This design comes from an exercise in tuning for small area, a short achievable clock period and few clock cycles per item on the open sky130 flow, not from production work. In this exercise RTL edits were held to simulation tests only and were not proved equivalent to the original. No activity file was given, so power comes from the tool's default toggle rates.

Design sort_32_u8, start of the top module:
module sort_32_u8(
    input clk,
    input rst_n,
    input vld_in,
    input [7:0] din_0,
    input [7:0] din_1,
    input [7:0] din_2,
    input [7:0] din_3,
    input [7:0] din_4,
    input [7:0] din_5,
    input [7:0] din_6,
    input [7:0] din_7,
    input [7:0] din_8,
    input [7:0] din_9,
    input [7:0] din_10,
    input [7:0] din_11,
    input [7:0] din_12,
    input [7:0] din_13,
    input [7:0] din_14,
    input [7:0] din_15,
    input [7:0] din_16,
    input [7:0] din_17,
    input [7:0] din_18,
    input [7:0] din_19,
    input [7:0] din_20,
    input [7:0] din_21,
    input [7:0] din_22,
    input [7:0] din_23,
    input [7:0] din_24,
    input [7:0] din_25,
    input [7:0] din_26,
    input [7:0] din_27,
    input [7:0] din_28,
    input [7:0] din_29,
    input [7:0] din_30,
    input [7:0] din_31,
    output vld_out,
    output [7:0] dout_0,
    output [7:0] dout_1,
    output [7:0] dout_2,
    output [7:0] dout_3,
    output [7:0] dout_4,
    output [7:0] dout_5,
    output [7:0] dout_6,
    output [7:0] dout_7,
    output [7:0] dout_8,
    output [7:0] dout_9,
    output [7:0] dout_10,
    output [7:0] dout_11,
    output [7:0] dout_12,
    output [7:0] dout_13,
    output [7:0] dout_14,
    output [7:0] dout_15,
    output [7:0] dout_16,
    output [7:0] dout_17,
    output [7:0] dout_18,
    output [7:0] dout_19,
    output [7:0] dout_20,
    output [7:0] dout_21,
    output [7:0] dout_22,
    output [7:0] dout_23,
    output [7:0] dout_24,
    output [7:0] dout_25,
    output [7:0] dout_26,
    output [7:0] dout_27,
    output [7:0] dout_28,
    output [7:0] dout_29,
    output [7:0] dout_30,
    output [7:0] dout_31
);
Settings: LEC_CHECK=0, CAP_MARGIN=20, CORE_MARGIN=2, CORE_UTILIZATION=30, CTS_CLUSTER_DIAMETER=100, CTS_CLUSTER_SIZE=20, GPL_ROUTABILITY_DRIVEN=0, PLACE_DENSITY=0.45, SETUP_SLACK_MARGIN=3.2, SLEW_MARGIN=20, SYNTH_HIERARCHICAL=1, SYNTH_MINIMUM_KEEP_SIZE=0; clock period 5.5 ns.
standard.sh (not shown) runs the stock make flow with config.mk's settings and CLKGATE_MAP_FILE= SYNTH_SCRIPT=/design/flow/synth_recipe.tcl, a recipe that flattens the netlist after the stock synthesis.
==> flow/flow/run.sh <==
#!/bin/bash
# Own layout flow: the standard ORFS flow (standard.sh) with two changes:
#  - ABC maps each module for a light output load (ABC_LOAD_IN_FF), so the
#    small cell modules of the design keep their smallest drive strength;
#    timing repair later upsizes what the clock period needs.
#  - the port buffers are sky130_fd_sc_hd__buf_1 instead of the cell that
#    buffer_ports picks by default. Every input and output port still gets
#    its own buffer.
# make's full output goes to standard_flow.log; ORFS keeps each step's log
# under orfs/logs/.
set -euo pipefail
cd "$(dirname "$0")/.."
bash standard.sh ABC_LOAD_IN_FF=0.5 'BUFFER_PORTS_ARGS=-buffer_cell sky130_fd_sc_hd__buf_1' finish > standard_flow.log 2>&1 || { tail -50 standard_flow.log; exit 1; }
tail -5 standard_flow.log
The first run produced a clean layout.
Testbench counts at the start, summed over its fixed seeds: cycles 21,120, items 960.
==> next run, changes <==
Settings changed: GPL_ROUTABILITY_DRIVEN 0 to not set, SETUP_SLACK_MARGIN 3.2 to 3.25.
What happened:
- fmax drops slightly
- wire length went up slightly
- worst hold slack got worse by 0.016 ns
- combinational power goes up by a few percent
- synthesized area is unchanged
- setup slack loses 0.015 ns
- die area stays the same
- synthesized cell count stays the same
- via count is about the same
- cell area went up by a few percent
==> next run, changes <==
Settings changed: CORE_UTILIZATION 30 to 35, CTS_CLUSTER_DIAMETER 100 to not set, CTS_CLUSTER_SIZE 20 to not set, PLACE_DENSITY 0.45 to 0.5, SETUP_SLACK_MARGIN 3.25 to 3.2.
Outcome: Routed wire length falls by 4.5%. Design area rises by about 0.44%. Power increases by 2.6%. Sequential power barely changes. Via count came out higher by about 1.1%.

== old ==
sort_32_u8 again, from the RTL that the note above started with.
Design sort_32_u8, start of the top module:
module sort_32_u8(
    input clk,
    input rst_n,
    input vld_in,
    input [7:0] din_0,
    input [7:0] din_1,
    input [7:0] din_2,
    input [7:0] din_3,
    input [7:0] din_4,
    input [7:0] din_5,
    input [7:0] din_6,
    input [7:0] din_7,
    input [7:0] din_8,
    input [7:0] din_9,
    input [7:0] din_10,
    input [7:0] din_11,
    input [7:0] din_12,
    input [7:0] din_13,
    input [7:0] din_14,
    input [7:0] din_15,
    input [7:0] din_16,
    input [7:0] din_17,
    input [7:0] din_18,
    input [7:0] din_19,
    input [7:0] din_20,
    input [7:0] din_21,
    input [7:0] din_22,
    input [7:0] din_23,
    input [7:0] din_24,
    input [7:0] din_25,
    input [7:0] din_26,
    input [7:0] din_27,
    input [7:0] din_28,
    input [7:0] din_29,
    input [7:0] din_30,
    input [7:0] din_31,
    output vld_out,
    output [7:0] dout_0,
    output [7:0] dout_1,
    output [7:0] dout_2,
    output [7:0] dout_3,
    output [7:0] dout_4,
    output [7:0] dout_5,
    output [7:0] dout_6,
    output [7:0] dout_7,
    output [7:0] dout_8,
    output [7:0] dout_9,
    output [7:0] dout_10,
    output [7:0] dout_11,
    output [7:0] dout_12,
    output [7:0] dout_13,
    output [7:0] dout_14,
    output [7:0] dout_15,
    output [7:0] dout_16,
    output [7:0] dout_17,
    output [7:0] dout_18,
    output [7:0] dout_19,
    output [7:0] dout_20,
    output [7:0] dout_21,
    output [7:0] dout_22,
    output [7:0] dout_23,
    output [7:0] dout_24,
    output [7:0] dout_25,
    output [7:0] dout_26,
    output [7:0] dout_27,
    output [7:0] dout_28,
    output [7:0] dout_29,
    output [7:0] dout_30,
    output [7:0] dout_31
);
clock: 5.5 ns
lec_check: 0
cap_margin: 20
core_margin: 2
core_utilization: 30
cts_cluster_diameter: 100
cts_cluster_size: 20
place_density: 0.45
setup_slack_margin: 3.2
slew_margin: 20
synth_hierarchical: 1
synth_minimum_keep_size: 0
Scripts as last shown in full above: flow/flow/run.sh
old went all the way through synthesis, placement and routing and the layout is clean on timing, DRC and antenna.
Testbench counts of old, summed over its fixed seeds: cycles 21,120, items 960.
Changes in new relative to old:
--- a/flow/config.mk
+++ b/flow/config.mk
@@ -11,5 +11,5 @@
 export CTS_CLUSTER_DIAMETER = 100
 export CTS_CLUSTER_SIZE = 20
-export PLACE_DENSITY = 0.45
+export PLACE_DENSITY = 0.6
 export SETUP_SLACK_MARGIN = 3.2
 export SLEW_MARGIN = 20
Findings:
new finished every step from synthesis to the final layout, and the layout passed the timing, design-rule and antenna checks.
The clock sink count was comparable across new and old.
Post-route clock period utilization: new and old compared, lower one is old
From old to new the numbers moved as follows: total cell area at the placement stage level, sum of routed wire segments on met1 moved down, critical path depth level.
From old to new the numbers moved as follows: power density normalized to cell area rose by 7.2 nW/um2, data-path buffer share of cell area in the final layout stayed essentially flat, half-perimeter wire length after detailed placement fell by 830 um, worst relative slew slack fell by 9.4 points.

re-timing with driven ports:
The flow's constraints put no driver on any port. The routed layouts listed below were extracted and timed again, unchanged, in two steps.
Step 1 (the two cells are an assumption about what drives the block):
set clk [get_ports {clk}]
set_driving_cell -lib_cell sky130_fd_sc_hd__clkbuf_16 $clk
set_driving_cell -lib_cell sky130_fd_sc_hd__buf_2 [delete_from_list [all_inputs] $clk]
Step 2 also shifts input and output timing later by t, the mid clock arrival at the registers, as if the neighbouring blocks saw the same clock.
Three values: no drivers, after step 1, after step 2; two values: the first two.
run | t, ns | setup WS [ns] | worst hold slack (ns)
the first run of note 1 | 0.557 | 3.233 / 3.180 / 2.729 | 0.484 / 0.454 / 0.497
the second run of note 1 | 0.569 | 3.218 / 3.214 / 2.690 | 0.468 / 0.468 / 0.468
the third run of note 1 | 0.609 | 3.229 / 3.175 / 2.692 | 0.466 / 0.437 / 0.483
old | 0.557 | 3.233 / 3.180 / 2.729 | 0.484 / 0.454 / 0.497
new | 0.562 | 3.215 / 3.164 / 2.655 | 0.497 / 0.469 / 0.501
After both steps every run listed still meets setup and hold. For new, which loses most, drivers alone change the setup slack by -0.051 ns; drivers and shift together by -0.560 ns.
